What follows belongs to an exercise in optimizing a design on an open flow for small area; a production flow would make more cautious choices. Only simulation tests tie the RTL to the original design; equivalence was not proved. The clock port is modelled as an ideal driver; clocking choices that lean on that would not hold on a real chip. Power is estimated from default activity; no workload was simulated.

==> flow/design.v <==
module sseg_driver(
    input [2:0] k,
    input h,
    input [2:0] v,
    output [0:7] AN,
    output [6:0] sseg,
    output DP
    );
    wire odd = v[0] ^ v[1];                   
    wire k0 = k == 3'd0, k1 = k == 3'd1, k4 = k == 3'd4, k5 = k == 3'd5;
    wire d1 = (k1 & ~h | k5 & h) & v[1];                         
    wire d2 = k1 & (~h & v[2] & ~v[1] | h & ~v[2] & ~v[0])       
            | k5 & h & v[2] & ~v[1];                             
    wire d3 = k1 & h & v[0] & ~v[2];                             
    wire d4 = k1 & h & v[2];                                     
    wire d5 = k0 & (h ^ odd) | k4 & h & odd;                     
    assign sseg = {~(d2 | d3 | d4 | d5), d1 | d2 | d3, d1 | d3 | d4 | d5, d1 | d4, d2, d5, d1 | d4};
    assign AN = ~(8'b1000_0000 >> k) | 8'b0001_0001;
    assign DP = 1'b1;
endmodule
module rgb_driver(
    input clk,
    input reset_n,
    input [1:0] t4,
    input dispense,
    output reg red_LED, green_LED,
    output blue_LED
    );
    reg [5:0] r;
    wire end49 = (r[4:2] == 3'b101) & r[0];
    wire tick = (t4 == 2'd3) & end49;
    always @(posedge clk) begin
        r <= (~reset_n | end49) ? 6'd1 : {~r[4:0], r[5] ^ r[4]};
        if (~reset_n) begin
            red_LED <= 1'b0;
            green_LED <= 1'b0;
        end else if (tick) begin
            red_LED <= ~dispense;
            green_LED <= dispense;
        end
    end
    assign blue_LED = 1'b0;
endmodule
module debouncer_delayed(
    input clk, reset_n,
    input noisy,
    output reg debounced,
    output reg p_edge
    );
    localparam [14:0] K = 15'd9823;
    localparam [14:0] T = 15'd24189;
    localparam [14:0] M = 15'b000101111111111;
    reg [14:0] c;
    wire eq   = ~(noisy ^ debounced);
    wire done = ((c ^ T) & M) == 15'd0;
    wire clr  = ~reset_n | eq | done;
    always @(posedge clk) begin
        c <= clr ? K : {~c[13:0], c[14] ^ c[13]};
        debounced <= reset_n & (debounced ^ (done & ~eq));
        p_edge <= reset_n & ~debounced & done & noisy;
    end
endmodule
module button(
    input clk, reset_n,
    input noisy,
    output debounced,
    output p_edge
    );
    debouncer_delayed DD0(
        .clk(clk),
        .reset_n(reset_n),
        .noisy(noisy),
        .debounced(debounced),
        .p_edge(p_edge)
    );
endmodule
module money_counter(
    input clk,
    input reset_n,
    input clr,
    input c5, c10, c25,
    output h_out,
    output [2:0] v_out
    );
    reg h;
    reg [2:0] v;
    wire none = ~c5 & ~c10 & ~c25;
    wire one = ~none & ~(c5 & c10) & ~(c5 & c25) & ~(c10 & c25);
    wire [2:0] v1 = {v[1], v[0], ~(v[2] | v[1])};
    wire [2:0] v2 = {v[0], ~(v[2] | v[1]), ~(v[1] | v[0])};
    wire o1 = v[2] & ~v[1];
    wire o2 = v[2] & ~v[0];
    always @(posedge clk) begin
        if (~reset_n | clr) begin
            h <= 1'b0;
            v <= 3'b000;
        end else if (one & ~h) begin
            if (c5) begin
                h <= o1;
                v <= v1;
            end else if (c10) begin
                h <= o2;
                v <= v2;
            end else
                h <= 1'b1;
        end
    end
    assign h_out = h & ~clr;
    assign v_out = clr ? 3'b000 : v;
endmodule
module vending_machine_fsm(
    input clk,
    input reset_n,
    input [3:0] x,    
    output r5, r10, r20, dispense
    );
    reg d;
    reg [2:0] v;
    wire p5 = x[3], p10 = x[2], p25 = x[1], it = x[0];
    wire q   = ~d & ~it;                      
    wire a5  = q & p5 & ~p10 & ~p25;
    wire a10 = q & p10 & ~p5 & ~p25;
    wire a25 = q & p25 & ~p5 & ~p10;
    wire z   = d & it & ~p5 & ~p10 & ~p25;    
    wire hold = ~a5 & ~a10;
    wire [2:0] v1 = {v[1], v[0], ~(v[2] | v[1])};           
    wire [2:0] v2 = {v[0], ~(v[2] | v[1]), ~(v[1] | v[0])};  
    always @(posedge clk) begin
        v <= {3{reset_n & ~z}} & ({3{a5}} & v1 | {3{a10}} & v2 | {3{hold}} & v);
        d <= reset_n & (d & ~z | a5 & v[2] & ~v[1] | a10 & v[2] & ~v[0] | a25);
    end
    assign dispense = d;
    assign r5  = d & (v[0] ^ v[1]);
    assign r10 = d & v[1];
    assign r20 = d & v[2] & ~v[1];
endmodule
module vending_machine_controller(
    input clk,
    input reset_n,
    input c5, c10, c25, item_taken,
    output [6:0]sseg,
    output [0:7]AN,
    output DP,
    output r5, r10, r20,
    output rgb_red, rgb_green, rgb_blue
    );
    wire c5_pedge, c10_pedge, c25_pedge, item_level;
    wire dispense;
    wire mh;
    wire [2:0] mv;
    reg [10:0] t;
    button B0(.clk(clk), .reset_n(reset_n), .noisy(c5),  .debounced(), .p_edge(c5_pedge));
    button B1(.clk(clk), .reset_n(reset_n), .noisy(c10), .debounced(), .p_edge(c10_pedge));
    button B2(.clk(clk), .reset_n(reset_n), .noisy(c25), .debounced(), .p_edge(c25_pedge));
    button B3(.clk(clk), .reset_n(reset_n), .noisy(item_taken), .debounced(item_level), .p_edge());
    vending_machine_fsm VMF0(
        .clk(clk),
        .reset_n(reset_n),
        .x({c5_pedge, c10_pedge, c25_pedge, item_level}),
        .r5(r5), .r10(r10), .r20(r20),
        .dispense(dispense)
    );
    money_counter MC0(
        .clk(clk),
        .reset_n(reset_n),
        .clr(item_level & dispense),
        .c5(c5_pedge), .c10(c10_pedge), .c25(c25_pedge),
        .h_out(mh),
        .v_out(mv)
    );
    always @(posedge clk)
        t <= reset_n ? t + 11'd1 : 11'd0;
    sseg_driver SSD0(
        .k(t[10:8]),
        .h(mh),
        .v(mv),
        .AN(AN),
        .sseg(sseg),
        .DP(DP)
    );
    rgb_driver RGB0(
        .clk(clk),
        .reset_n(reset_n),
        .t4(t[1:0]),
        .dispense(dispense),
        .red_LED(rgb_red),
        .green_LED(rgb_green),
        .blue_LED(rgb_blue)
    );
endmodule
==> flow/flow/run.sh <==
#!/bin/bash
# The standard ORFS flow (standard.sh) with these changes:
#  - synthesis: the standard flow's synthesis script, but with abc running
#    flow/abc_deep.script (flow/abc_override.tcl),
#  - port buffers of the smallest buffer cell (buf_1),
#  - buffers left by synthesis removed at floorplan,
#  - every cell given its smallest drive strength after floorplan
#    (flow/downsize.tcl); the later repair steps size up where needed,
#  - clock tree without dummy loads.
# Each tool's output is in orfs/logs; make's output is in standard.log.
set -euo pipefail
here=$(cd "$(dirname "$0")" && pwd)
cat "$here/abc_override.tcl" synth_recipe.tcl > my_synth.tcl
sed "s#SYNTH_SCRIPT=[^ ]*#SYNTH_SCRIPT=$PWD/my_synth.tcl#" standard.sh > my_standard.sh
grep -q "SYNTH_SCRIPT=$PWD/my_synth.tcl" my_standard.sh
export FLOW_ABC_SCRIPT="$here/abc_deep.script"
export BUFFER_PORTS_ARGS="-buffer_cell sky130_fd_sc_hd__buf_1"
export REMOVE_ABC_BUFFERS=1
export POST_FLOORPLAN_TCL="$here/downsize.tcl"
export CTS_ARGS="-sink_clustering_enable -repair_clock_nets -dont_use_dummy_load -buf_list {sky130_fd_sc_hd__clkbuf_4 sky130_fd_sc_hd__clkbuf_8}"
bash my_standard.sh > standard.log 2>&1
==> flow/flow/abc_deep.script <==
strash
&get -n
&deepsyn -T 20
&dch -f
&nf -a -R 1000
&put
topo
==> flow/flow/abc_override.tcl <==
# Sourced before synth_recipe.tcl: every abc call of ORFS's synthesis runs
# flow/abc_deep.script (area-oriented: &deepsyn, then area mapping) in place
# of ORFS's speed script. Everything else in the synthesis is unchanged, so
# the registers and their names are those of the standard synthesis.
proc abc {args} {
  set i [lsearch -exact $args -script]
  if { $i >= 0 } {
    lset args [expr { $i + 1 }] $::env(FLOW_ABC_SCRIPT)
  }
  yosys abc {*}$args
}
==> flow/flow/downsize.tcl <==
# Run after floorplan: give every cell the smallest drive strength of its
# family (same cell name but for the _N suffix), skipping don't-use cells.
# Synthesis sizes cells for speed; this design has timing to spare, and the
# later repair steps size up again wherever slew or capacitance need it.
proc ds_dont_use { name } {
  foreach p $::env(DONT_USE_CELLS) {
    if { [string match $p $name] } { return 1 }
  }
  return 0
}
array set ds_best {}
array set ds_area {}
foreach lc [get_lib_cells *] {
  set n [get_name $lc]
  if { ![regexp {^(sky130_fd_sc_hd__[a-z0-9]+)_([0-9]+)$} $n -> base drive] } { continue }
  if { [ds_dont_use $n] } { continue }
  set a [get_property $lc area]
  if { ![info exists ds_best($base)] || $a < $ds_area($base) } {
    set ds_best($base) $n
    set ds_area($base) $a
  }
}
set ds_count 0
foreach inst [get_cells *] {
  set lc [get_lib_cells -of_objects $inst]
  set n [get_name $lc]
  if { ![regexp {^(sky130_fd_sc_hd__[a-z0-9]+)_([0-9]+)$} $n -> base drive] } { continue }
  if { [string match "sky130_fd_sc_hd__df*" $n] } { continue }
  if { [info exists ds_best($base)] && $ds_best($base) ne $n && $ds_area($base) < [get_property $lc area] } {
    replace_cell $inst $ds_best($base)
    incr ds_count
  }
}
puts "downsize.tcl: resized $ds_count instances"
==> flow/standard.sh <==
#!/bin/bash
# synth_recipe.tcl (not shown) runs the flow's synth.tcl, then flattens the netlist and writes it again
# the make line also repeats each setting of config.mk as NAME=value (left out here)
make -C /OpenROAD-flow-scripts/flow DESIGN_CONFIG=/design/flow/config.mk WORK_HOME=/design/flow/orfs CLKGATE_MAP_FILE= SYNTH_SCRIPT=/design/flow/synth_recipe.tcl "${@:-finish}"
==> flow/config.mk <==
export PLATFORM = sky130hd
export DESIGN_NAME = vending_machine_controller
export DESIGN_NICKNAME = vending_machine_controller
export VERILOG_FILES = /design/flow/design.v
export SDC_FILE = /design/flow/constraint.sdc
export NUM_CORES = 4
export LEC_CHECK = 0
export CAP_MARGIN = 20
export CORE_MARGIN = 2
export CORE_UTILIZATION = 40
export SLEW_MARGIN = 20
==> flow/constraint.sdc <==
create_clock -name core_clock -period 10.0 [get_ports {clk}]
set_input_delay 2.0000 -clock core_clock [delete_from_list [all_inputs] [get_ports {clk}]]
set_output_delay 2.0000 -clock core_clock [all_outputs]
set_load 0.01 [all_outputs]
==> results.py, run 1 <==
metrics = {
    "floorplan": {
        "die_w_um": 92.6,
        "fp.dieH_um": 92.6,
        "core_area_um2": 7650,
        "die_area_um2": 8580,
        "pin_count": 28,
        "initial_utilization_pct": 41.1,
        "num_rows": 32,
    },
    "route": {
        "num_vias": 2237,
        "viasPerCell": 4.82,
        "drt_wl_total_um": 4940,
        "drt.antenna.violating_nets": 0,
        "drtIter0Drc": 72,
        "drt_drc_violations_left": 0,
        "first_pass_iters": 4,
        "routedWlPerCell_um": 10.6,
    },
    "worst_hold_path": {
        "min_path_type": "register to register",
    },
    "yosys": {
        "ys_warn_count": 5,
        "netlist_top_cells_count": "dfxtp_1, nand2_1, nor2_1",
        "synth_ff_type": "dfxtp_1",
        "synth_edf_count": 0,
        "yosysTopAreaCell": "dfxtp_1",
        "yosysMostFrequentCell": "dfxtp_1",
        "ys_async_sr_fraction_pct": 0,
        "syn_area_um2": 3140,
        "synth_top_cell_area_share_pct": 59.9,
        "avgSynthCellArea_um2": 9.40,
        "ys_ff_latch": 94,
        "synthTopCellsByArea": "dfxtp_1, nand2_1, nor2_1, a21oi_1, o21ai_0",
        "ys_seq_area_share_pct": 59.9,
        "ys_types": 33,
        "synthCells": 334,
    },
    "status": {
        "outcome": "complete, no violations",
    },
    "sta": {
        "worst_pin_slew_ps": 973,
        "fin_crit_sh_pct": 41.9,
        "period_minus_slack_ps": 4190,
        "drv_slew": 0,
        "fmax_mhz": 239,
        "finalSetupViolations": 0,
        "final_hold_viol_count": 0,
        "rsz0062_at_grt": "false",
        "fin_tns_setup_ps": 0,
        "fin_skew_ps": 23.2,
        "relSlewSlack_pct": 34.8,
    },
    "global_routing": {
        "grt_pass1_wl_um": 8710,
        "grt_pass1_vias": 2010,
        "grt_util_all_layers_pct": 12.8,
        "grt_max_degree": 31,
        "grt.overflow.total": 0,
        "antenna_found_initial": 0,
    },
    "power_and_ir_drop": {
        "max-vdd-ir-drop_v": 0.0000518,
        "leakage_nw": 1.31,
        "power_density_nw_per_um2": 176,
        "total_power_mw": 0.606,
    },
    "setup_path": {
        "crit_path_start_kind": "register",
        "path_class": "register to output pin",
        "crit_required_ps": 8000,
        "arrival_ps": 2190,
        "crit_fanout": 4,
        "end_kind": "output pin",
    },
    "clock_network": {
        "cts_sinks": 94,
        "ctsResizeCount": 0,
        "cts_max_level": 3,
        "cts_tree": "yes",
        "clk_pin_slew_ps": 60,
        "cts_max_path_buffers": 2,
        "hold_buffers": 0,
        "cts_made_buffers": 9,
        "clk_latency_ps": 350,
        "cts_setup_buffers": 0,
        "cts-root-buf": "clkbuf_8",
    },
    "place": {
        "port_buffers": 23,
        "gp_congestion": 0.763,
        "hpwlAfterDp_um": 3430,
    },
    "cells_and_area": {
        "drive_above_1_share_pct": 2.76,
        "fin_nets": 372,
        "num_antenna_cells": 0,
        "num-fill-cells": 755,
        "postLayoutCoreUtil_pct": 45.0,
        "multi_input_area_um2": 1170,
        "register_area_um2": 1880,
        "areaGrowthSynthToFinish_pct": 9.56,
    },
    "run": {
        "cap_violations": 0,
    },
}
per-layer routing:
metal / vias up / part of all wire (%) / global-route usage, %
li1: 1170 / - / -
met1: 1011 / 50 / 17.3
met2: 46 / 44 / 18.5
met3: 10 / 4.3 / 2.93
met4: 0 / 2.3 / 7.84
met5: - / 0 / 0
critical path, stage by stage, from the launching register on:
cell	delay, ps
dfxtp_1	370
clkinv_1	120
nor2_1	270
xor2_1	220
nor2_1	60
nor3_1	320
a211o_1	170
nor2b_1	50
nor3_1	120
buf_1	170
kinds of logic (layout without fill, tap and decap cells):
| group | count (synthesis) | in the layout | synth area share (%) |
|---|---|---|---|
| XOR/XNOR | 6 | 6 | 1.67 |
| other | 2 | 4 | 0.239 |
| multiplexers | 2 | 2 | 0.637 |
| AO/OA/AOI/OAI | 47 | 47 | 9.12 |
| AND/OR/NAND/NOR | 163 | 163 | 24.6 |
| adder cells (fa/ha/maj) | 2 | 2 | 0.797 |
| flip-flops | 94 | 94 | 59.9 |
| buffers and inverters | 18 | 44 | 2.99 |
per-stage QoR:
step	std cells	hold slack (ps)	cell area (um^2)	setup slack (ps)
after global routing	464	374	3440	5610
after floorplan	329	343	3100	6090
after CTS	464	369	3440	5810
after global placement	455	345	3320	6280
final	464	365	3440	5810
after detailed placement	455	347	3320	6160
registers in the layout, summed over array words and instances, names as in the netlist, 3 cells and up:
register,count
VMF0.v,3
B0.DD0.c,15
t,11
MC0.v,3
B2.DD0.c,15
B3.DD0.c,15
B1.DD0.c,15
RGB0.r,6
power breakdown:
part	switching, mW	leakage [nW]	internal [mW]
registers	0.00749	0.770	0.388
clock network	0.107	0.0647	0.0807
logic	0.0143	0.473	0.00920
placed cells by master (no fill, tap or decap), drive strengths merged:
cell type / count
nand4: 4
nor2b: 10
nand3: 8
o21ai: 13
nor3b: 6
buf: 24
nor4b: 1
or3: 1
xor2: 1
and3: 5
dfxtp: 94
ha: 2
a211o: 4
nand2: 54
conb: 4
nor4: 4
mux2i: 2
a211oi: 6
a21oi: 16
a31oi: 2
clkbuf: 9
nand3b: 3
and4: 2
nand2b: 1
clkinv: 11
nor2: 49
nand4b: 2
or3b: 2
a31o: 1
nor3: 6
and2: 5
a22oi: 3
xnor2: 5
a221oi: 2
worst paths after layout:
kind                            cells after the start      endpoint           from  slack [ps]
worst max-delay path                                9       sseg[6]          MC0.h        5810
worst min-delay path                                1  B2.DD0.c[13]   B2.DD0.c[12]         360
worst max register to register                      8        VMF0.d  B0.DD0.p_edge        8000
worst min register to register                      1  B2.DD0.c[13]   B2.DD0.c[12]         360
area by class of cell:
class	instances	share of cell area, %
Sequential cell	94	54.7
Multi-Input combinational cell	224	34.1
Tap cell	102	3.71
Clock buffer	9	3.60
Timing Repair Buffer	24	2.73
Inverter	11	1.20
==> run 2, diff against run 1 <==
--- a/flow/flow/abc_override.tcl
+++ b/flow/flow/abc_override.tcl
@@ -4,4 +4,5 @@
 # the registers and their names are those of the standard synthesis.
 proc abc {args} {
+  puts "abc_override.tcl: abc runs $::env(FLOW_ABC_SCRIPT)"
   set i [lsearch -exact $args -script]
   if { $i >= 0 } {
==> run 2 against run 1 <==
Effect of this change: still clean on timing, DRC and antenna; cell count unchanged; count of clock-buffer cells in the layout unchanged; clock skew unchanged; synthesized cell count unchanged; register-to-register slack about the same; clock power about the same; global-route usage unchanged; setup slack unchanged; wire length unchanged; worst hold slack unchanged; largest power group unchanged.
==> results.py, run 2 <==
metrics = {
    "clock_network": {
        "cts_max_level": 3,
        "cts_tree": "yes",
        "cts_max_path_buffers": 2,
        "cts_made_buffers": 9,
        "cts_setup_buffers": 0,
        "hold_buffers": 0,
        "ctsResizeCount": 0,
        "cts-root-buf": "clkbuf_8",
        "cts_sinks": 94,
        "clk_pin_slew_ps": 60,
        "clk_latency_ps": 350,
    },
    "setup_path": {
        "worstPathCellList": "clkinv_1 > nor2_1 > xor2_1 > nor2_1 > nor3_1 > a211o_1 > nor2b_1 > nor3_1 > buf_1",
        "end_kind": "output pin",
        "crit_slowest_cell": "dfxtp_1",
        "arrival_ps": 2190,
        "cp_top_family": "simple AND/OR/NAND/NOR gates",
        "max_stage_delay_ps": 370,
        "path_class": "register to output pin",
        "crit_path_start_kind": "register",
        "crit_fanout": 4,
        "cp_num_buf_inv": 2,
        "crit_required_ps": 8000,
    },
    "yosys": {
        "synthCells": 334,
        "yosysTopAreaCell": "dfxtp_1",
        "netlist_top_cells_count": "dfxtp_1, nand2_1, nor2_1",
        "ys_types": 33,
        "synth_ff_type": "dfxtp_1",
        "ys_async_sr_fraction_pct": 0,
        "ys_seq_area_share_pct": 59.9,
        "synth_top_cell_area_share_pct": 59.9,
        "synth_edf_count": 0,
        "avgSynthCellArea_um2": 9.40,
        "syn_area_um2": 3140,
        "synthTopCellsByArea": "dfxtp_1, nand2_1, nor2_1, a21oi_1, o21ai_0",
        "ys_ff_latch": 94,
        "ys_warn_count": 5,
        "yosysMostFrequentCell": "dfxtp_1",
    },
    "sta": {
        "fin_tns_setup_ps": 0,
        "worst_pin_slew_ps": 973,
        "fin_skew_ps": 23.2,
        "finalSetupViolations": 0,
        "relSlewSlack_pct": 34.8,
        "final_hold_viol_count": 0,
        "rsz0062_at_grt": "false",
        "fmax_mhz": 239,
        "drv_slew": 0,
        "worst_hold_slack_ps": 365,
        "fin_ws_ps": 5810,
        "fin_crit_sh_pct": 41.9,
        "period_minus_slack_ps": 4190,
    },
    "global_routing": {
        "grt.overflow.total": 0,
        "grt_util_all_layers_pct": 12.8,
        "grt_pass1_wl_um": 8710,
        "grt_pass1_vias": 2010,
        "grt_max_degree": 31,
        "antenna_found_initial": 0,
    },
    "route": {
        "viasPerCell": 4.82,
        "routedWlPerCell_um": 10.6,
        "num_vias": 2237,
        "first_pass_iters": 4,
        "drt.antenna.violating_nets": 0,
        "drtIter0Drc": 72,
        "drt_drc_violations_left": 0,
        "drt_wl_total_um": 4940,
    },
    "floorplan": {
        "pin_count": 28,
        "die_area_um2": 8580,
        "initial_utilization_pct": 41.1,
        "core_area_um2": 7650,
        "fp.dieH_um": 92.6,
        "num_rows": 32,
        "die_w_um": 92.6,
    },
    "cells_and_area": {
        "final_common_cell": "dfxtp_1",
        "postLayoutCoreUtil_pct": 45.0,
        "fin_area_um2": 3440,
        "final_cells": 464,
        "drive_above_1_share_pct": 2.76,
        "areaGrowthSynthToFinish_pct": 9.56,
        "num_antenna_cells": 0,
        "final_cell_mix": "dfxtp_1, nand2_1, nor2_1",
        "fin_nets": 372,
    },
    "place": {
        "gp_congestion": 0.763,
        "port_buffers": 23,
        "post-place-ws_ps": 6160,
        "place_inst": 455,
        "place_area_um2": 3320,
        "hpwlAfterDp_um": 3430,
    },
    "worst_hold_path": {
        "min_path_type": "register to register",
    },
    "run": {
        "cap_violations": 0,
    },
    "power_and_ir_drop": {
        "leakage_nw": 1.31,
        "max-vdd-ir-drop_v": 0.0000518,
        "power_density_nw_per_um2": 176,
        "total_power_mw": 0.606,
    },
    "status": {
        "outcome": "complete, no violations",
    },
}
## run 2: cell counts after synthesis
Identical to the previous run, type by type.
## run 2: area by class of cell
| type | instances | area (um^2) |
|---|---|---|
| fillers | 755 | 4210 |
| flip-flops and latches | 94 | 1880 |
| multi-input cells | 224 | 1170 |
| well taps | 102 | 128 |
| clock buffers | 9 | 124 |
| repair buffers | 24 | 93.8 |
| inverters | 11 | 41.3 |
## run 2: power breakdown
part           leakage, nW  internal, mW  switching (mW)
Clock               0.0647        0.0807           0.107
Combinational        0.473       0.00920          0.0143
Sequential           0.770         0.388         0.00749
Total                 1.31         0.477           0.129
## run 2: final timing paths
kind	from	endpoint	slack, ps	cells past startpoint
min	B2.DD0.c[12]	B2.DD0.c[13]	360	1
min reg2reg	B2.DD0.c[12]	B2.DD0.c[13]	360	1
max reg2reg	B0.DD0.p_edge	VMF0.d	8000	8
max	MC0.h	sseg[6]	5810	9
## run 2: routing by layer
metal | vias to the layer above | track usage [%] | share of wire, %
met5 | - | 0 | 0
met4 | 0 | 7.84 | 2.3
met3 | 10 | 2.93 | 4.3
met2 | 46 | 18.5 | 44
met1 | 1011 | 17.3 | 50
li1 | 1170 | - | -
## run 2: logic make-up after synthesis
family | count (synthesis) | synth area share, %
xor gates and xnor gates | 6 | 1.67
DFF | 94 | 59.9
AOI/OAI and AO/OA | 47 | 9.12
adders and majority gates | 2 | 0.797
buffers and inverters | 18 | 2.99
other | 2 | 0.239
muxes | 2 | 0.637
and+or+nand+nor | 163 | 24.6
==> run 3, diff against run 2 <==
--- a/flow/design.v
+++ b/flow/design.v
@@ -22,5 +22,5 @@
     input clk,
     input reset_n,
-    input [1:0] t4,
+    input c4,
     input dispense,
     output reg red_LED, green_LED,
@@ -29,5 +29,5 @@
     reg [5:0] r;
     wire end49 = (r[4:2] == 3'b101) & r[0];
-    wire tick = (t4 == 2'd3) & end49;
+    wire tick = c4 & end49;
     always @(posedge clk) begin
         r <= (~reset_n | end49) ? 6'd1 : {~r[4:0], r[5] ^ r[4]};
@@ -169,6 +169,10 @@
         .v_out(mv)
     );
-    always @(posedge clk)
-        t <= reset_n ? t + 11'd1 : 11'd0;
+    wire c4 = t[1] & ~t[0];                  
+    always @(posedge clk) begin
+        t[0] <= reset_n & ~t[1];
+        t[1] <= reset_n & t[0];
+        t[10:2] <= reset_n ? t[10:2] + c4 : 9'd0;
+    end
     sseg_driver SSD0(
         .k(t[10:8]),
@@ -182,5 +186,5 @@
         .clk(clk),
         .reset_n(reset_n),
-        .t4(t[1:0]),
+        .c4(c4),
         .dispense(dispense),
         .red_LED(rgb_red),
--- a/flow/flow/run.sh
+++ b/flow/flow/run.sh
@@ -7,5 +7,6 @@
 #  - every cell given its smallest drive strength after floorplan
 #    (flow/downsize.tcl); the later repair steps size up where needed,
-#  - clock tree without dummy loads.
+#  - clock tree without dummy loads; after CTS, clock buffers that can be
+#    are made clkbuf_4 (flow/clkdown.tcl).
 # Each tool's output is in orfs/logs; make's output is in standard.log.
 set -euo pipefail
@@ -18,4 +19,5 @@
 export REMOVE_ABC_BUFFERS=1
 export POST_FLOORPLAN_TCL="$here/downsize.tcl"
+export POST_CTS_TCL="$here/clkdown.tcl"
 export CTS_ARGS="-sink_clustering_enable -repair_clock_nets -dont_use_dummy_load -buf_list {sky130_fd_sc_hd__clkbuf_4 sky130_fd_sc_hd__clkbuf_8}"
 bash my_standard.sh > standard.log 2>&1
==> flow/flow/clkdown.tcl (new file) <==
proc cd_worst_clk_slew { } {
  estimate_parasitics -placement
  set worst 0
  foreach p [get_pins -hierarchical */CLK] {
    set s [get_property $p slew_max]
    if { $s > $worst } { set worst $s }
  }
  return $worst
}
set cd_small sky130_fd_sc_hd__clkbuf_4
set cd_limit 0.110
set cd_count 0
foreach inst [[ord::get_db_block] getInsts] {
  set master [[$inst getMaster] getName]
  if { ![string match "sky130_fd_sc_hd__clkbuf_*" $master] } { continue }
  if { $master eq $cd_small || [$inst getName] eq "clkbuf_0_clk" } { continue }
  set name [$inst getName]
  replace_cell $name $cd_small
  if { [cd_worst_clk_slew] > $cd_limit } {
    replace_cell $name $master
  } else {
    incr cd_count
  }
}
puts "clkdown.tcl: $cd_count clock buffers now $cd_small, worst clock pin slew [cd_worst_clk_slew]"
==> run 3 against run 2 <==
Effect of this change: critical path depth stayed put; still clean; non-clock buffer count stayed put; die area down 0.92%; area after synthesis decreased by 0.96%; sequential share of layout area grew 0.79 points; synthesized cell count shrank 1.5%; setup slack lost 120 ps; register-to-register slack better by 260 ps; utilization fell by 0.64 points; count of clock-buffer cells in the layout unchanged; design area down 1.4%.
==> results.py, run 3 <==
metrics = {
    "cells_and_area": {
        "final_common_cell": "dfxtp_1",
        "final_cell_mix": "dfxtp_1, nand2_1, nor2_1",
        "fin_nets": 368,
        "fin_area_um2": 3390,
        "areaGrowthSynthToFinish_pct": 9.05,
        "num_antenna_cells": 0,
        "drive_above_1_share_pct": 2.80,
        "postLayoutCoreUtil_pct": 44.4,
    },
    "clock_network": {
        "cts_tree": "yes",
        "cts_sinks": 94,
        "clk_latency_ps": 360,
        "clk_pin_slew_ps": 100,
    },
    "floorplan": {
        "fp.dieH_um": 92.2,
        "core_area_um2": 7650,
        "die_w_um": 92.2,
        "pin_count": 28,
        "num_rows": 32,
        "die_area_um2": 8500,
        "initial_utilization_pct": 40.7,
    },
    "route": {
        "viasPerCell": 4.73,
        "drt.antenna.violating_nets": 0,
        "drt_drc_violations_left": 0,
        "routedWlPerCell_um": 10.8,
        "drtIter0Drc": 109,
        "drt_wl_total_um": 4950,
        "first_pass_iters": 4,
        "num_vias": 2171,
    },
    "setup_path": {
        "crit_path_start_kind": "register",
        "crit_required_ps": 8000,
        "arrival_ps": 2310,
        "r2r_cells": 8,
        "crit_slowest_cell": "nor4_1",
        "r2r_start": "t[1]",
        "cp_top_family": "simple AND/OR/NAND/NOR gates",
        "worstPathCellList": "clkinv_1 > nand2_1 > xnor2_1 > xnor2_1 > nor4_1 > a211o_1 > nor2b_1 > nor3_1 > buf_1",
        "path_class": "register to output pin",
        "max_stage_delay_ps": 420,
        "rrSetupSlack_ps": 8260,
        "cp_num_buf_inv": 2,
        "end_kind": "output pin",
        "crit_top_cell": "xnor2_1",
        "crit_fanout": 8,
        "timing.rr.end": "t[10]",
    },
    "place": {
        "port_buffers": 23,
        "gp_congestion": 0.719,
        "post-place-ws_ps": 6070,
        "hpwlAfterDp_um": 3390,
        "place_area_um2": 3290,
    },
    "global_routing": {
        "grt.overflow.total": 0,
        "antenna_found_initial": 0,
        "grt_max_degree": 31,
        "grt_pass1_vias": 1926,
        "grt_util_all_layers_pct": 12.8,
        "grt_pass1_wl_um": 8480,
    },
    "power_and_ir_drop": {
        "pwr-share-clk_pct": 29.8,
        "p_switching_mw": 0.123,
        "p_sw_share_pct": 21.1,
        "leakage_nw": 1.27,
        "intPower_mw": 0.461,
        "power_density_nw_per_um2": 172,
        "pwr-share-comb_pct": 3.2,
        "max-vdd-ir-drop_v": 0.0000858,
        "seqPwrFrac_pct": 67.0,
    },
    "yosys": {
        "ys_seq_area_share_pct": 60.5,
        "yosysTopAreaCell": "dfxtp_1",
        "avgSynthCellArea_um2": 9.45,
        "synth_ff_type": "dfxtp_1",
        "ys_async_sr_fraction_pct": 0,
        "synthTopCellsByArea": "dfxtp_1, nand2_1, nor2_1, o21ai_0, a21oi_1",
        "synth_edf_count": 0,
        "synthCells": 329,
        "ys_types": 29,
        "netlist_top_cells_count": "dfxtp_1, nand2_1, nor2_1",
        "ys_warn_count": 5,
        "yosysMostFrequentCell": "dfxtp_1",
        "ys_ff_latch": 94,
        "synth_top_cell_area_share_pct": 60.5,
        "syn_area_um2": 3110,
    },
    "sta": {
        "worst_pin_slew_ps": 1020,
        "fin_crit_sh_pct": 43.1,
        "relSlewSlack_pct": 31.8,
        "final_hold_viol_count": 0,
        "fin_tns_setup_ps": 0,
        "drv_slew": 0,
        "rsz0062_at_grt": "false",
        "period_minus_slack_ps": 4310,
        "fmax_mhz": 232,
        "fin_ws_ps": 5690,
        "fin_skew_ps": 26.6,
        "finalSetupViolations": 0,
    },
    "run": {
        "cap_violations": 0,
    },
    "status": {
        "outcome": "complete, no violations",
    },
    "worst_hold_path": {
        "hold_end": "B3.DD0.c[13]",
        "min_delay_path_depth": 1,
        "min_from": "B3.DD0.c[12]",
        "min_path_type": "register to register",
    },
}
run 3: changes by cell type after synthesis, moves of 3 or more:
cell | before | now
o21ai_0 | 13 | 25
nor2_1 | 49 | 40
nand2_1 | 54 | 60
clkinv_1 | 11 | 7
a22oi_1 | 3 | 0
and3_1 | 5 | 2
run 3: cell families (layout without fill, tap and decap cells):
group / after synthesis / after routing / share of synthesized area, %
xor gates and xnor gates: 7 / 7 / 1.97
adders and majority gates: 3 / 3 / 1.21
AOI/OAI and AO/OA: 54 / 54 / 10.0
muxes: 3 / 3 / 0.965
buffers and inverters: 14 / 40 / 2.53
and+or+nand+nor: 152 / 152 / 22.6
DFF: 94 / 94 / 60.5
other: 2 / 4 / 0.241
run 3: worst max path at each step:
stage	to	slack [ps]	from	cells after the start
2_1_floorplan	sseg[6]	5960	t[10]	8
3_5_place_dp	sseg[6]	6070	t[10]	9
3_3_place_gp	sseg[6]	6190	t[10]	9
6_report	sseg[6]	5690	t[10]	9
5_1_grt	sseg[6]	5400	t[10]	9
run 3: layout make-up:
cell class                 instances  area [um^2]
timing repair buffer              24         93.8
fill                             768         4260
clock buffer                       9          105
multi-input combinational        223         1160
tap                              102          128
sequential                        94         1880
inverter                           7         26.3
run 3: power groups by stage:
| stage | Clock, mW | Combinational, mW | Sequential [mW] |
|---|---|---|---|
| floorplan | 0 | 0.0133 | 0.399 |
| global placement | 0 | 0.0188 | 0.400 |
| detailed placement | 0 | 0.0193 | 0.400 |
| global route | 0.197 | 0.0220 | 0.393 |
| finish | 0.174 | 0.0189 | 0.391 |
run 3: per-layer routing:
metal  routed length (um)  GRT usage (%)  vias up
met2                 2220           19.5       28
met4                   94           5.97        0
li1                     -              -     1157
met5                    0              0        -
met3                  197           5.18        8
met1                 2440           15.7      978
run 3: stage by stage:
step	power [mW]	hold slack [ps]	instances
finish	0.584	367	459
global route	0.612	381	459
detailed placement	0.419	347	450
global placement	0.419	347	450
floorplan	0.412	343	324
==> run 4, diff against run 3 <==
--- a/flow/flow/run.sh
+++ b/flow/flow/run.sh
@@ -7,6 +7,6 @@
 #  - every cell given its smallest drive strength after floorplan
 #    (flow/downsize.tcl); the later repair steps size up where needed,
-#  - clock tree without dummy loads; after CTS, clock buffers that can be
-#    are made clkbuf_4 (flow/clkdown.tcl).
+#  - clock tree without dummy loads; after CTS, clock buffers are made
+#    smaller where the clock slew allows (flow/clkdown.tcl).
 # Each tool's output is in orfs/logs; make's output is in standard.log.
 set -euo pipefail
==> flow/flow/abc_deep.script (replaced) <==
strash
&get -n
&deepsyn -T 60
&dch -f
&nf -a -R 1000
&put
topo
==> flow/flow/clkdown.tcl (replaced) <==
proc cd_worst_clk_slew { } {
  estimate_parasitics -placement
  set worst 0
  foreach p [get_pins -hierarchical */CLK] {
    set s [get_property $p slew_max]
    if { $s > $worst } { set worst $s }
  }
  return $worst
}
set cd_limit 0.110
set cd_count 0
foreach inst [[ord::get_db_block] getInsts] {
  set master [[$inst getMaster] getName]
  if { ![string match "sky130_fd_sc_hd__clkbuf_*" $master] } { continue }
  set name [$inst getName]
  foreach small {sky130_fd_sc_hd__clkbuf_2 sky130_fd_sc_hd__clkbuf_4} {
    if { $small eq $master } { break }
    replace_cell $name $small
    if { [cd_worst_clk_slew] > $cd_limit } {
      replace_cell $name $master
    } else {
      incr cd_count
      break
    }
  }
}
puts "clkdown.tcl: $cd_count clock buffers made smaller, worst clock pin slew [cd_worst_clk_slew]"
==> run 4 against run 3 <==
Effect of this change: still clean on timing, DRC and antenna; via count up 0.64%; cell count shrank 0.87%; utilization down 0.23 points; global-route usage is 0.16 points higher; clock power decreased by 5%; fmax grew 1.3%; register-to-register slack better by 40 ps; combinational power fell by 5%; critical path type unchanged.
==> results.py, run 4 <==
metrics = {
    "route": {
        "drtIter0Drc": 86,
        "routedWlPerCell_um": 11.0,
        "num_vias": 2185,
        "drt_drc_violations_left": 0,
        "first_pass_iters": 4,
        "drt.antenna.violating_nets": 0,
        "drt_wl_total_um": 5000,
        "viasPerCell": 4.80,
    },
    "power_and_ir_drop": {
        "power_density_nw_per_um2": 171,
        "leakage_nw": 1.27,
        "pwr-share-clk_pct": 28.9,
        "intPower_mw": 0.452,
        "p_sw_share_pct": 21.3,
        "pwr-share-comb_pct": 3.1,
        "max-vdd-ir-drop_v": 0.0000749,
        "seqPwrFrac_pct": 68.0,
        "p_switching_mw": 0.123,
    },
    "cells_and_area": {
        "postLayoutCoreUtil_pct": 44.1,
        "num_antenna_cells": 0,
        "drive_above_1_share_pct": 2.55,
        "final_common_cell": "dfxtp_1",
        "fin_nets": 364,
        "num-fill-cells": 762,
        "final_cell_mix": "dfxtp_1, nand2_1, nor2_1",
        "areaGrowthSynthToFinish_pct": 8.58,
    },
    "setup_path": {
        "r2r_cells": 5,
        "crit_fanout": 7,
        "rrSetupSlack_ps": 8300,
        "arrival_ps": 2260,
        "crit_required_ps": 8000,
        "cp-startpoint": "t[10]",
        "crit_end": "sseg[6]",
        "path_class": "register to output pin",
        "r2r_start": "B2.DD0.c[7]",
        "timing.rr.end": "B2.DD0.c[10]",
        "end_kind": "output pin",
        "crit_path_start_kind": "register",
    },
    "run": {
        "cap_violations": 0,
    },
    "sta": {
        "worst_pin_slew_ps": 1030,
        "drv_slew": 0,
        "period_minus_slack_ps": 4260,
        "relSlewSlack_pct": 30.6,
        "finalSetupViolations": 0,
        "final_hold_viol_count": 0,
        "fin_ws_ps": 5740,
        "fin_skew_ps": 31.2,
        "fin_crit_sh_pct": 42.6,
        "fmax_mhz": 235,
        "rsz0062_at_grt": "false",
        "fin_tns_setup_ps": 0,
    },
    "global_routing": {
        "grt_pass1_wl_um": 8790,
        "grt_pass1_vias": 1980,
        "grt_max_degree": 20,
        "antenna_found_initial": 0,
        "grt.overflow.total": 0,
        "grt_util_all_layers_pct": 12.9,
    },
    "yosys": {
        "netlist_top_cells_count": "dfxtp_1, nand2_1, nor2_1",
        "ys_warn_count": 5,
        "avgSynthCellArea_um2": 9.48,
        "syn_area_um2": 3090,
        "synthCells": 326,
        "yosysMostFrequentCell": "dfxtp_1",
        "synth_ff_type": "dfxtp_1",
        "ys_async_sr_fraction_pct": 0,
        "synth_edf_count": 0,
        "synthTopCellsByArea": "dfxtp_1, nand2_1, nor2_1, a21oi_1, nor3_1",
        "ys_seq_area_share_pct": 60.9,
        "yosysTopAreaCell": "dfxtp_1",
        "ys_types": 31,
        "ys_ff_latch": 94,
        "synth_top_cell_area_share_pct": 60.9,
    },
    "floorplan": {
        "pin_count": 28,
        "core_area_um2": 7610,
        "die_area_um2": 8450,
        "initial_utilization_pct": 40.6,
        "fp.dieH_um": 91.9,
        "num_rows": 32,
        "die_w_um": 91.9,
    },
    "worst_hold_path": {
        "min_path_type": "register to register",
        "min_delay_path_depth": 1,
    },
    "place": {
        "hpwlAfterDp_um": 3510,
        "port_buffers": 23,
        "post-place-ws_ps": 5830,
        "gp_congestion": 0.747,
    },
    "clock_network": {
        "clk_latency_ps": 490,
        "clk_pin_slew_ps": 100,
        "cts_sinks": 94,
        "cts_tree": "yes",
    },
    "status": {
        "outcome": "complete, no violations",
    },
}
[run 4: changes by cell type in the layout (fill, tap and decap cells not counted), moves of 4 or more]
cell | before | now
o21ai_0 | 25 | 11
nor2_1 | 40 | 47
nand2_1 | 60 | 55
nor3_1 | 4 | 16
nor2b_1 | 10 | 3
nand3_1 | 9 | 5
[run 4: power groups by stage]
stage	clock network, mW	logic (mW)	registers (mW)
2_1_floorplan	0	0.0132	0.399
3_3_place_gp	0	0.0180	0.400
3_5_place_dp	0	0.0186	0.400
5_1_grt	0.188	0.0213	0.393
6_report	0.166	0.0179	0.391
[run 4: cell type report]
type                       instances  area [um^2]  area share (%)
multi-input combinational        219         1130            33.8
clock buffer                       9         96.3            2.87
inverter                           8         30.0           0.895
tap                              102          128            3.80
timing repair buffer              23         86.3            2.57
sequential                        94         1880            56.1
[run 4: worst min path at each step]
stage,from,endpoint,slack [ps]
after global placement,B3.DD0.c[12],B3.DD0.c[13],350
after floorplan,B0.DD0.c[12],B0.DD0.c[13],340
after detailed placement,B2.DD0.c[12],B2.DD0.c[13],350
final,B1.DD0.c[12],B1.DD0.c[13],350
after global routing,B1.DD0.c[12],B1.DD0.c[13],370
[run 4: per-stage QoR]
stage / hold slack (ps) / cells / area [um^2] / power [mW]
2_1_floorplan: 343 / 321 / 3050 / 0.412
3_3_place_gp: 346 / 446 / 3260 / 0.418
3_5_place_dp: 348 / 446 / 3260 / 0.418
5_1_grt: 366 / 455 / 3360 / 0.602
6_report: 350 / 455 / 3360 / 0.575
[run 4: routing by layer]
layer	global-route usage, %	share of wire [%]	vias up
li1	-	-	1151
met1	17.7	52	992
met2	19.0	42	35
met3	2.55	3.5	7
met4	7.46	1.5	0
met5	0	0	-
[run 4: cell families after synthesis]
family | Yosys count | synth area share, %
simple gates | 155 | 22.7
flops | 94 | 60.9
compound gates | 45 | 8.66
buf+inv | 15 | 2.67
xor+xnor | 7 | 1.98
mux | 5 | 1.62
fa+ha+maj | 3 | 1.21
other cells | 2 | 0.243
[run 4: critical path: stages (launching register included)]
cell and delay (ps):
dfxtp_1 440, clkinv_1 180, o21ai_0 250, clkinv_1 90, nand2_1 110, nor2_1 70, a211o_1 300, nor2b_1 150
nor3_1 60, buf_1 130
==> run 5, diff against run 4 <==
--- a/flow/flow/clkdown.tcl
+++ b/flow/flow/clkdown.tcl
@@ -8,5 +8,5 @@
   return $worst
 }
-set cd_limit 0.110
+set cd_limit 0.120
 set cd_count 0
 foreach inst [[ord::get_db_block] getInsts] {
==> run 5 against run 4 <==
Effect of this change: sequential power barely moved; still clean on timing, DRC and antenna; clock skew is 8.0 ps lower; largest power group unchanged; worst hold slack barely moved; via count hardly changed; highest routed layer unchanged; area after synthesis unchanged; utilization down 0.082 points; first-iteration DRC count is the same; fmax rose by 0.25%.
==> results.py, run 5 <==
metrics = {
    "status": {
        "outcome": "complete, no violations",
    },
    "setup_path": {
        "path_class": "register to output pin",
        "crit_fanout": 7,
        "crit_top_cell": "clkinv_1",
        "cp_top_family": "compound AO/OA/AOI/OAI gates",
        "r2r_cells": 5,
        "cp-startpoint": "t[10]",
        "worstPathCellList": "clkinv_1 > o21ai_0 > clkinv_1 > nand2_1 > nor2_1 > a211o_1 > nor2b_1 > nor3_1 > buf_1",
        "arrival_ps": 2250,
        "max_stage_delay_ps": 440,
        "cp_num_buf_inv": 3,
        "crit_required_ps": 8000,
        "rrSetupSlack_ps": 8300,
        "end_kind": "output pin",
        "crit_slowest_cell": "dfxtp_1",
        "cp_num_cells": 9,
        "crit_path_start_kind": "register",
        "r2r_start": "B2.DD0.c[7]",
    },
    "global_routing": {
        "grt_max_degree": 20,
        "grt_pass1_wl_um": 8790,
        "grt_util_all_layers_pct": 12.9,
        "grt_pass1_vias": 1980,
        "grt.overflow.total": 0,
        "antenna_found_initial": 0,
    },
    "yosys": {
        "synth_top_family_by_area": "simple AND/OR/NAND/NOR gates",
        "synth-compound-area-share_pct": 8.66,
        "yosys.area_share.simple_pct": 22.7,
        "ys_seq_area_share_pct": 60.9,
        "yosysMostFrequentCell": "dfxtp_1",
        "synth_edf_count": 0,
        "synth_top_cell_area_share_pct": 60.9,
        "netlist_top_cells_count": "dfxtp_1, nand2_1, nor2_1",
        "synth_mux_area_share_pct": 1.62,
        "synth_ff_type": "dfxtp_1",
        "ys_async_sr_fraction_pct": 0,
        "ys_ff_latch": 94,
        "synthCells": 326,
        "synthAdderAreaFrac_pct": 1.21,
        "ys_types": 31,
        "avgSynthCellArea_um2": 9.48,
        "yosysTopAreaCell": "dfxtp_1",
        "syn_area_um2": 3090,
        "ys_warn_count": 5,
        "synthTopCellsByArea": "dfxtp_1, nand2_1, nor2_1, a21oi_1, nor3_1",
        "synth-xor-area-share_pct": 1.98,
    },
    "sta": {
        "fin_skew_ps": 23.2,
        "fin_tns_setup_ps": 0,
        "worst_pin_slew_ps": 1030,
        "relSlewSlack_pct": 30.6,
        "fmax_mhz": 236,
        "fin_crit_sh_pct": 42.5,
        "final_hold_viol_count": 0,
        "finalSetupViolations": 0,
        "fin_ws_ps": 5750,
        "period_minus_slack_ps": 4250,
        "drv_slew": 0,
        "rsz0062_at_grt": "false",
        "worst_hold_slack_ps": 350,
    },
    "worst_hold_path": {
        "min_from": "B1.DD0.c[12]",
        "min_path_type": "register to register",
        "min_delay_path_depth": 1,
    },
    "cells_and_area": {
        "register_area_um2": 1880,
        "final_common_cell": "dfxtp_1",
        "areaGrowthSynthToFinish_pct": 8.38,
        "fin_area_um2": 3350,
        "final_cells": 455,
        "num-fill-cells": 764,
        "num_antenna_cells": 0,
        "final_cell_mix": "dfxtp_1, nand2_1, nor2_1",
        "fin_nets": 364,
        "drive_above_1_share_pct": 2.55,
        "multi_input_area_um2": 1130,
    },
    "clock_network": {
        "clk_latency_ps": 480,
        "cts_sinks": 94,
        "clk_pin_slew_ps": 100,
        "cts_tree": "yes",
    },
    "route": {
        "first_pass_iters": 4,
        "drt_wl_total_um": 5000,
        "viasPerCell": 4.81,
        "drt_drc_violations_left": 0,
        "drt.antenna.violating_nets": 0,
        "drtIter0Drc": 86,
        "routedWlPerCell_um": 11.0,
        "num_vias": 2187,
    },
    "floorplan": {
        "die_w_um": 91.9,
        "fp.dieH_um": 91.9,
        "initial_utilization_pct": 40.6,
        "num_rows": 32,
        "core_area_um2": 7610,
        "pin_count": 28,
        "die_area_um2": 8450,
    },
    "power_and_ir_drop": {
        "leakage_nw": 1.27,
        "power_density_nw_per_um2": 170,
        "max-vdd-ir-drop_v": 0.0000749,
    },
    "run": {
        "cap_violations": 0,
    },
    "place": {
        "hpwlAfterDp_um": 3510,
        "post-place-ws_ps": 5830,
        "place_area_um2": 3260,
        "place_inst": 446,
        "gp_congestion": 0.747,
        "port_buffers": 23,
    },
}
[run 5: changes by cell type in the layout (fill, tap and decap cells not counted)]
cell | previous run | this run
clkbuf_8 | 5 | 4
clkbuf_4 | 3 | 4
[run 5: final timing paths]
kind / end
min reg2reg: B1.DD0.c[13]
min: B1.DD0.c[13]
max: sseg[6]
max reg2reg: B2.DD0.c[10]
[run 5: worst reg2reg max path, stage by stage (launching register included)]
cell and delay, ps:
dfxtp_1 340, nor2_1 40, nand3_1 80, nor4_1 80, a211oi_1 860, nand2_1 150
[run 5: cells by family (layout without fill, tap and decap cells)]
kind of cell / Yosys count / after routing
flops: 94 / 94
buf+inv: 15 / 40
compound gates: 45 / 45
simple gates: 155 / 155
fa+ha+maj: 3 / 3
other cells: 2 / 4
xor+xnor: 7 / 7
mux: 5 / 5
[run 5: area by class of cell]
class	instances	area share (%)
Multi-Input combinational cell	219	33.9
Timing Repair Buffer	23	2.58
Inverter	8	0.896
Clock buffer	9	2.69
Tap cell	102	3.81
Sequential cell	94	56.2
[run 5: per-layer routing]
layer | track usage (%) | part of all wire [%]
met3 | 2.55 | 3.5
met1 | 17.7 | 52
met4 | 7.46 | 1.5
met2 | 19.0 | 42
met5 | 0 | 0
[run 5: metrics by stage]
stage / power [mW] / utilization (%)
finish: 0.570 / 44.0
global route: 0.598 / 44.0
floorplan: 0.412 / -
detailed placement: 0.418 / 42.9
global placement: 0.418 / 42.9
[run 5: where the power goes]
group | internal, mW | total, mW | switching [mW]
clock network | 0.0563 | 0.161 | 0.105
registers | 0.386 | 0.391 | 0.00534
logic | 0.00628 | 0.0179 | 0.0116
==> run 6, diff against run 5 <==
--- a/flow/flow/run.sh
+++ b/flow/flow/run.sh
@@ -4,5 +4,6 @@
 #    flow/abc_deep.script (flow/abc_override.tcl),
 #  - port buffers of the smallest buffer cell (buf_1),
-#  - buffers left by synthesis removed at floorplan,
+#  - buffers left by synthesis removed at floorplan, and the tie cells kept
+#    as synthesis made them (one per constant value),
 #  - every cell given its smallest drive strength after floorplan
 #    (flow/downsize.tcl); the later repair steps size up where needed,
@@ -18,4 +19,5 @@
 export BUFFER_PORTS_ARGS="-buffer_cell sky130_fd_sc_hd__buf_1"
 export REMOVE_ABC_BUFFERS=1
+export SKIP_REPAIR_TIE_FANOUT=1
 export POST_FLOORPLAN_TCL="$here/downsize.tcl"
 export POST_CTS_TCL="$here/clkdown.tcl"
--- a/flow/flow/clkdown.tcl
+++ b/flow/flow/clkdown.tcl
@@ -8,5 +8,5 @@
   return $worst
 }
-set cd_limit 0.120
+set cd_limit 0.110
 set cd_count 0
 foreach inst [[ord::get_db_block] getInsts] {
==> run 6 against run 5 <==
Effect of this change: still clean on timing, DRC and antenna; wire length is 1.0% lower; cell count is 0.44% lower; sequential share of layout area is 0.17 points lower; sequential power hardly changed; clock power is 4% higher; design area is 0.30% higher; utilization is 0.13 points higher; via count is 0.55% higher; critical endpoint unchanged; largest power group unchanged.
==> results.py, run 6 <==
metrics = {
    "global_routing": {
        "grt_pass1_wl_um": 8800,
        "antenna_found_initial": 0,
        "grt_max_degree": 20,
        "grt_pass1_vias": 2035,
        "grt.overflow.total": 0,
        "grt_util_all_layers_pct": 13.1,
    },
    "setup_path": {
        "rrSetupSlack_ps": 8310,
        "crit_end": "sseg[6]",
        "crit_path_start_kind": "register",
        "crit_fanout": 7,
        "crit_top_cell": "clkinv_1",
        "crit_required_ps": 8000,
        "arrival_ps": 2280,
        "cp_num_buf_inv": 3,
        "cp-startpoint": "t[10]",
        "crit_slowest_cell": "dfxtp_1",
        "max_stage_delay_ps": 440,
        "worstPathCellList": "clkinv_1 > o21ai_0 > clkinv_1 > nand2_1 > nor2_1 > a211o_1 > nor2b_1 > nor3_1 > buf_1",
        "r2r_cells": 7,
        "timing.rr.end": "t[10]",
        "cp_num_cells": 9,
        "end_kind": "output pin",
        "path_class": "register to output pin",
        "cp_top_family": "compound AO/OA/AOI/OAI gates",
        "r2r_start": "t[1]",
    },
    "floorplan": {
        "die_area_um2": 8450,
        "pin_count": 28,
        "num_rows": 32,
        "initial_utilization_pct": 40.6,
        "fp.dieH_um": 91.9,
        "core_area_um2": 7610,
        "die_w_um": 91.9,
    },
    "yosys": {
        "ys_ff_latch": 94,
        "ys_async_sr_fraction_pct": 0,
        "netlist_top_cells_count": "dfxtp_1, nand2_1, nor2_1",
        "yosysTopAreaCell": "dfxtp_1",
        "syn_area_um2": 3090,
        "yosysMostFrequentCell": "dfxtp_1",
        "avgSynthCellArea_um2": 9.48,
        "synth_ff_type": "dfxtp_1",
        "ys_seq_area_share_pct": 60.9,
        "synthCells": 326,
        "ys_types": 31,
        "ys_warn_count": 5,
        "synthTopCellsByArea": "dfxtp_1, nand2_1, nor2_1, a21oi_1, nor3_1",
        "synth_edf_count": 0,
        "synth_top_cell_area_share_pct": 60.9,
    },
    "route": {
        "first_pass_iters": 4,
        "drt.antenna.violating_nets": 0,
        "routedWlPerCell_um": 10.9,
        "drt_drc_violations_left": 0,
        "viasPerCell": 4.85,
        "drt_wl_total_um": 4950,
        "drtIter0Drc": 69,
        "num_vias": 2199,
    },
    "power_and_ir_drop": {
        "max-vdd-ir-drop_v": 0.0000777,
        "total_power_mw": 0.577,
        "power_density_nw_per_um2": 172,
        "leakage_nw": 1.27,
    },
    "cells_and_area": {
        "final_common_cell": "dfxtp_1",
        "areaGrowthSynthToFinish_pct": 8.70,
        "fin_nets": 362,
        "final_cell_mix": "dfxtp_1, nand2_1, nor2_1",
        "num_antenna_cells": 0,
        "drive_above_1_share_pct": 2.85,
    },
    "sta": {
        "fmax_mhz": 234,
        "period_minus_slack_ps": 4280,
        "finalSetupViolations": 0,
        "fin_crit_sh_pct": 42.8,
        "rsz0062_at_grt": "false",
        "worst_hold_slack_ps": 360,
        "fin_skew_ps": 32.2,
        "worst_pin_slew_ps": 989,
        "fin_tns_setup_ps": 0,
        "final_hold_viol_count": 0,
        "drv_slew": 0,
        "relSlewSlack_pct": 33.7,
    },
    "run": {
        "cap_violations": 0,
    },
    "clock_network": {
        "cts_sinks": 94,
        "clk_latency_ps": 510,
        "cts_tree": "yes",
        "clk_pin_slew_ps": 100,
    },
    "place": {
        "hpwlAfterDp_um": 3490,
        "gp_congestion": 0.739,
        "port_buffers": 23,
    },
    "worst_hold_path": {
        "min_path_type": "register to register",
    },
    "status": {
        "outcome": "complete, no violations",
    },
}
## run 6: cell counts after synthesis
No cell type changed its count.
## run 6: stage by stage
stage / util, % / instance area [um^2] / cells / setup slack [ps]
2_1_floorplan: - / 3040 / 319 / 6230
3_3_place_gp: 42.8 / 3250 / 444 / 5910
3_5_place_dp: 42.8 / 3250 / 444 / 5790
5_1_grt: 44.2 / 3360 / 453 / 5450
6_report: 44.2 / 3360 / 453 / 5720
## run 6: layer usage
metal / global-route usage (%) / share of wire [%] / vias to the layer above
li1: - / - / 1154
met1: 16.5 / 51 / 1005
met2: 20.3 / 44 / 33
met3: 3.62 / 3.4 / 7
met4: 7.09 / 1.6 / 0
met5: 0 / 0 / -
## run 6: cells by family after synthesis
family	share of synthesized area [%]
AOI/OAI and AO/OA	8.66
xor gates and xnor gates	1.98
adders and majority gates	1.21
buffers and inverters	2.67
DFF	60.9
muxes	1.62
other	0.243
and+or+nand+nor	22.7
## run 6: worst min-delay path by stage
stage / cells after the start / slack, ps / from / end
final: 1 / 360 / B3.DD0.c[0] / B3.DD0.c[1]
after global routing: 1 / 370 / B3.DD0.c[0] / B3.DD0.c[1]
after detailed placement: 1 / 360 / B2.DD0.c[12] / B2.DD0.c[13]
after global placement: 1 / 350 / B3.DD0.c[12] / B3.DD0.c[13]
after floorplan: 1 / 340 / B0.DD0.c[12] / B0.DD0.c[13]
## run 6: where the power goes
part | internal [mW] | switching (mW)
clock network | 0.0644 | 0.103
registers | 0.386 | 0.00537
logic | 0.00633 | 0.0119
total | 0.456 | 0.120
## run 6: final cells by class
class | instances | area, um^2
Clock buffer | 9 | 103
Fill cell | 777 | 4250
Inverter | 8 | 30.0
Multi-Input combinational cell | 217 | 1130
Sequential cell | 94 | 1880
Tap cell | 102 | 128
Timing Repair Buffer | 23 | 86.3

[separate check: timing with driven ports]
The flow's constraints put no driver on any port. The routed layouts listed below were extracted and timed again, unchanged, in two steps. Step 1 sets driving cells, clkbuf_16 on the clock port and buf_2 on the other inputs (assumed; they add their load-dependent delay and slew). Step 2 adds t to the input delays and takes it off the output delays; t is the mean of the earliest and latest rising clock arrival at the registers after step 1. Input paths then give back, and output paths get back, about the clock's delay inside the block. Three values: ideal, step 1, step 2; two values: the first two.
| run | shift t [ns] | slack for setup (ns) | clock arrival spread, ns |
|---|---|---|---|
| run 1 | 0.366 | 5.809 / 5.781 / 6.147 | 0.024 / 0.025 |
| run 2 | 0.366 | 5.809 / 5.781 / 6.147 | 0.024 / 0.025 |
| run 3 | 0.378 | 5.688 / 5.659 / 6.037 | 0.028 / 0.028 |
| run 4 | 0.496 | 5.744 / 5.719 / 5.927 | 0.032 / 0.032 |
| run 5 | 0.491 | 5.755 / 5.730 / 5.923 | 0.028 / 0.028 |
| run 6 | 0.518 | 5.723 / 5.695 / 5.872 | 0.032 / 0.032 |
After both steps setup and hold are still met in every run listed.
